Source: an optimization exercise on an open RTL-to-GDS flow (aim: small area). Production flows keep margins and buffers that such runs may drop. Only simulation tests tie the RTL to the original design; equivalence was not proved.

Design mag_dig_top, start of the top module:
module mag_dig_top #(
  parameter ADC_BITS=10,
  parameter W=24,
  parameter FRAC=12,
  parameter LOG2_OSR_MAX=8
)(
  input                 clk,
  input                 rst_n,
  input  [ADC_BITS-1:0] adc_code,
  input                 adc_valid,
  input  [1:0]          mux_sel,
  input  sclk,
  input  cs_n,
  input  mosi,
  output miso,
  input  [31:0]         version_id
);
Size: ~1800 flip-flops, about 51 I/O pins, ~0.066 sq mm of cells after synthesis.
clock: 55.0 ns
lec_check: 0
abc_area: 1
cap_margin: 20
core_margin: 2
core_utilization: 45
cts_cluster_diameter: 84
cts_cluster_size: 28
gpl_timing_driven: 1
place_density: 0.6
slew_margin: 20
standard.sh (not shown) runs the stock make flow with config.mk's settings and CLKGATE_MAP_FILE= SYNTH_SCRIPT=/design/flow/synth_recipe.tcl, a recipe that flattens the netlist after the stock synthesis.
==> flow/flow/run.sh <==
#!/bin/bash
# Own layout flow: the standard ORFS flow (standard.sh, standard synthesis) with two
# changes to how the layout is made:
#  - the port buffers are sky130_fd_sc_hd__buf_1 (every port still gets a buffer);
#  - clock tree synthesis adds no dummy loads (the H-tree is still balanced by its
#    clustering; no register's clock is delayed on purpose).
set -euo pipefail
export BUFFER_PORTS_ARGS="-buffer_cell sky130_fd_sc_hd__buf_1"
export CTS_ARGS="-sink_clustering_enable -repair_clock_nets -sink_clustering_size 28 -sink_clustering_max_diameter 84 -dont_use_dummy_load"
bash standard.sh finish > flow_standard.log 2>&1
Edit:
--- a/flow/design.v
+++ b/flow/design.v
@@ -59,21 +59,20 @@
   wire [1:0] lsel = rtCR ? wax : cap_ax;
   wire [23:0] HEAD  = (lsel == 2'd0) ? LX[360 +: 24] : (lsel == 2'd1) ? LY[360 +: 24] : LZ[360 +: 24];
   wire [23:0] NEXT  = (lsel == 2'd0) ? LX[336 +: 24] : (lsel == 2'd1) ? LY[336 +: 24] : LZ[336 +: 24];
   wire [23:0] NEXT2 = (lsel == 2'd0) ? LX[312 +: 24] : (lsel == 2'd1) ? LY[312 +: 24] : LZ[312 +: 24];
   wire [23:0] GH  = G[360 +: 24];
   wire [23:0] GN2 = G[312 +: 24];
   reg  [23:0] T;
   reg  [31:0] S;
   reg         ev_r, sl_r, cond_r, flo;
   reg         pyok;             
-  wire        pyld;             
   reg  [23:0] OUT0, OUT1;
   reg  [24:0] OUT2;
   reg  [1:0]  dcnt;
   reg  [1:0]  mq;
   wire        mseq = (mq != 2'd0);
   reg         mab;              
   wire        mw = ~rtCR & ~mab & ~mseq & (dcnt != 2'd0);    
   reg  [23:0] MA, MB;
   reg         rnd;
   wire [35:0] PR;
@@ -186,26 +185,26 @@
       if (P[0]) begin ev_r <= ev; sl_r <= sl; end
       if (P[2]) flo <= HEAD[0];
       if (P[0] | (P[2] & ~ev_r) | P[3] | P[4] | P[6])
         T <= ({24{P[0] | P[4]}} & rq) | ({24{P[2]}} & {HEAD[23:5], 5'd0}) | ({24{P[3] | P[6]}} & R2[23:0]);
       if (P[7]) cond_r <= cond & ev_r;
       if (P[8] | P[10] | P[11]) S <= R1;
       if (P[9] | P[12] | P[13]) OUT2 <= R2;
     end else begin
       ev_r <= 1'b0; sl_r <= 1'b0;
       if (P[0]) T <= n60 ? LX[47:24] : n50 ? LX[95:72] : LX[23:0];
+      if (P[0] & ~mseq) S <= {8'd0, n60 ? LZ[47:24] : n50 ? LZ[95:72] : LZ[23:0]};
       if (mw & (P[1] | P[2] | P[3]))  OUT0 <= sat25(R2);
       if (mw & (P[4] | P[5] | P[6]))  OUT1 <= sat25(R2);
       if (mw & (P[7] | P[8] | P[10])) OUT2 <= sx25(sat25(R2));
     end
     if ((mq == 2'd1) | (mq == 2'd2)) S <= R1;
-    if (pyld) S <= {8'd0, LZ[23:0]};
   end
   reg sclk_d, sclk_dd, cs_d;
   wire srise = sclk_d & ~sclk_dd & ~cs_d;
   wire sfall = ~sclk_d & sclk_dd & ~cs_d;
   reg  [5:0]  fc;
   reg  [7:0]  cmd;
   reg  [7:0]  lf;
   reg         rwr;           
   reg  [23:0] SH;
   reg         miso_r;
@@ -301,21 +300,21 @@
     endcase
   end
   wire commit_cyc = srise & (fc == 6'd47) & ~rw;
   wire rd_dec = ~cs_n & srise & (fc == 6'd7) & cmd[6];
   wire rd53   = rd_dec & (ra == 7'h53);
   wire cmd_ld = rd_dec & ~rd53;
   wire cmd_sh = ~cs_n & ~rd_dec & ((srise & (fc < 6'd8)) | (sfall & rw & (fc >= 6'd8) & (fc < 6'd16)));
   wire sh_ld  = rd_dec & ~rring & ~rd53;
   wire sh_cap = cap & (ph == cap_slot);
   wire shbusy = (~cs_n & (fc >= 6'd8)) | wp | cap | rd_dec | mseq;
-  assign pyld = ~shbusy & (n60 ? P[15] : n50 ? P[13] : P[0]);
+  wire pyld   = ~shbusy & (n60 ? P[15] : n50 ? P[13] : P[0]);
   wire sh_sh  = ~cs_n & ~sh_cap & ((srise & ~rw & (fc >= 6'd8) & (fc < 6'd40)) | (sfall & rw & (fc >= 6'd16) & (fc < 6'd40)));
   assign wp_g = wg;
   assign wp_ax = wa[1:0];
   assign wp_slot = wslot;
   wire crc_ok = (lf_next == 8'd0);
   always @(posedge clk or negedge rst_n) begin
     if (!rst_n) begin
       sclk_d <= 1'b0; sclk_dd <= 1'b0; cs_d <= 1'b1;
       n50 <= 1'b0; n60 <= 1'b0; st <= 1'b0;
       alpha <= 8'd18; osr <= 8'd3; crc_error <= 1'b0;
Count of clock-buffer cells in the layout fell by 1.
Global-route usage goes down by 1.8 points.
Synthesized area is higher by 0.50%.
Design area is about the same.
Sequential share of layout area barely changes.
Setup slack loses 1300 ps.
Critical path depth rises by 3.
Routed wire length goes down by 4.9%.
Register-to-register slack is worse by 1300 ps.
Non-clock buffer count is unchanged.

Setup of exp/amber:
Another version of the RTL of mag_dig_top (not shown whole).
Size: ~1,800 flip-flops, about 51 I/O pins.
clock: 55.0 ns
lec_check: 0
abc_area: 1
cap_margin: 20
core_margin: 2
core_utilization: 45
cts_cluster_diameter: 84
cts_cluster_size: 28
gpl_timing_driven: 1
place_density: 0.6
slew_margin: 20
Scripts as last shown in full above: flow/flow/run.sh
Relative to exp/amber, the following input files were edited for exp/indigo:
--- a/flow/design.v
+++ b/flow/design.v
@@ -142,19 +142,19 @@
   wire mprod = ~rtCR & ~mseq & (P[1] | P[2] | P[3] | P[4] | P[5] | P[6] | P[7] | P[8] | P[10]);
   wire a1S  = rtCR & (P[10] | P[11] | P[12]);
   wire a1M  = (mq == 2'd2) | (mq == 2'd3);    
   wire a1T  = rtCR & (P[8] | P[15]);
   wire b1rq = rtCR & (P[10] | P[11] | P[12] | (P[15] & cond_r));
   wire b1H  = rtCR & P[8];
   wire b1sq = mseq;
-  wire a2H  = rtCR & (P[0] | P[1] | (P[2] & ~ev_r) | P[7] | P[9]);
+  wire a2H  = rtCR & (P[0] | P[1] | P[7] | P[9]);
   wire b2c1 = rtCR & P[1] & ~ev_r;
   wire b2c9 = rtCR & P[1] & ev_r;
-  wire [24:0] a2Hm = (rtCR & P[2]) ? 25'h1FFFFE0 : ~(rtCR & P[1]) ? 25'h1FFFFFF : ev_r ? 25'h007FE00 : 25'h007FEFF;
-  wire a2T  = rtCR & (P[3] | P[6] | P[10] | (P[2] & ev_r));
+  wire [24:0] a2Hm = ~(rtCR & P[1]) ? 25'h1FFFFFF : ev_r ? 25'h007FE00 : 25'h007FEFF;
+  wire a2T  = rtCR & (P[3] | P[6]);
   wire a2N2 = rtCR & P[5];
   wire a2S2 = (rtCR & (P[12] | P[13] | P[14])) | (~rtCR & ~mseq & (P[2] | P[3] | P[5] | P[6] | P[8] | P[10]));
   wire b2s  = rtCR & P[0];
   wire b2H  = rtCR & (P[3] | (P[12] & n50));
   wire b2N  = rtCR & (P[5] | P[6]);
   wire b2T  = rtCR & P[12] & ~n50;
   wire b2rq = (rtCR & (P[9] | P[13] | P[14] | (P[7] & cond))) | mprod;
@@ -166,31 +166,32 @@
     A2 = ({25{a2H}} & a2Hm & sx25(HEAD)) | ({25{a2T}} & sx25(T)) | ({25{a2N2}} & sx25(NEXT2)) | ({25{a2S2}} & OSEL25);
     B2 = ({25{b2s}} & sx25({s21, 3'b0})) | ({25{b2H}} & sx25(HEAD)) | ({25{b2N}} & sx25(NEXT)) |
          ({25{b2T}} & sx25(T)) | ({25{b2rq}} & rq25) | {15'd0, b2c9, 8'd0, b2c1};
   end
   wire [7:0]  omask = (8'd1 << osr[2:0]) - 8'd1;
   wire        ev = rtC & (osr[7:3] == 5'd0) & (NEXT[7:0] == omask);
   wire        sl = ev & (NEXT[18:9] == 10'h3FF);
-  wire w_R2  = (P[0] & ~ev) | P[1] | P[2] | P[5] | P[7] | P[10];
+  wire w_R2  = (P[0] & ~ev) | P[1] | P[5] | P[7];
   wire w_N   = P[6] | P[11] | P[13] | (P[9] & ~flo);
   wire w_N2  = P[8] | (P[9] & flo);
   assign cwd_cp = ({24{w_N}} & NEXT) | ({24{w_N2}} & NEXT2);
+  wire w_T   = P[2] | P[10];
   wire w_S1  = P[12] | P[15];
   wire w_S2  = P[14];
   wire [23:0] cwd = ({24{w_R2}} & R2[23:0]) | cwd_cp |
-                    {23'd0, P[2] & n50} |
+                    ({24{w_T}} & T) | {23'd0, P[2] & n50} |
                     ({24{w_S1}} & sat25(R1[24:0])) | ({24{w_S2}} & sat25(R2));
   wire cwe = rtCR & ((rtC & (P[0] | P[1])) | (ev_r & (P[2] | P[7] | P[8] | P[9] | P[10] | P[11] | P[12] | P[13] | P[14])) |
                      (sl_r & (P[5] | P[6])) | P[15]);
   always @(posedge clk) begin
     if (rtCR) begin
       if (P[0]) begin ev_r <= ev; sl_r <= sl; end
       if (P[2]) flo <= HEAD[0];
       if (P[0] | (P[2] & ~ev_r) | P[3] | P[4] | P[6])
-        T <= ({24{P[0] | P[4]}} & rq) | ({24{P[2] | P[3] | P[6]}} & R2[23:0]);
+        T <= ({24{P[0] | P[4]}} & rq) | ({24{P[2]}} & {HEAD[23:5], 5'd0}) | ({24{P[3] | P[6]}} & R2[23:0]);
       if (P[7]) cond_r <= cond & ev_r;
       if (P[8] | P[10] | P[11]) S <= R1[24:0];
       if (P[9] | P[12] | P[13]) OUT2 <= R2;
     end else begin
       ev_r <= 1'b0; sl_r <= 1'b0;
       if (P[0]) T <= n60 ? LX[47:24] : n50 ? LX[95:72] : LX[23:0];
       if (mw & (P[1] | P[2] | P[3]))  OUT0 <= sat25(R2);
Of exp/indigo and exp/amber, it is exp/indigo that has the higher cell area after synthesis. Against exp/amber, exp/indigo reports a initial core utilization that is lower. Compared to exp/amber, the router laid down less metal wire for exp/indigo. The met2 usage reported for exp/indigo is smaller than that of exp/amber by 1.7 points. Per the final summary, exp/amber finished and its layout is clean on timing, DRC and antenna. exp/indigo ran to completion and came out clean on the timing, DRC and antenna checks. exp/amber → exp/indigo: sequential share of layout area went down; synthesized cell count was more or less identical; tightest slew margin relative to the limit went down; non-clock buffer count rose 13; via total after detailed routing went up by 608. exp/indigo: worst setup slack 1.22 ns above exp/amber.

## static timing again, ports no longer ideal
No port has a modelled driver above. Below, the same layouts with a new extraction and two added sets of constraints.
Step 1, drivers: a clkbuf_16 drives clk and a buf_2 each remaining input, both assumed.
Step 2 times the ports against the registers' clock, not the clock port: input delays grow and output delays shrink by t, the midpoint of the rising clock arrivals with the driver on.
Slacks: ideal / step 1 / step 2; pairs: ideal / step 1.
| run | shift t [ns] | setup slack, ns | pins driven straight from the clock port |
|---|---|---|---|
| the first run of note 1 | 0.773 | 29.775 / 29.775 / 29.775 | 1 |
| the second run of note 1 | 0.796 | 28.449 / 28.449 / 28.449 | 1 |
| exp/amber | 0.811 | 28.821 / 28.821 / 28.821 | 1 |
| exp/indigo | 0.787 | 30.044 / 30.044 / 30.044 | 1 |
After both steps every run listed still meets setup and hold.
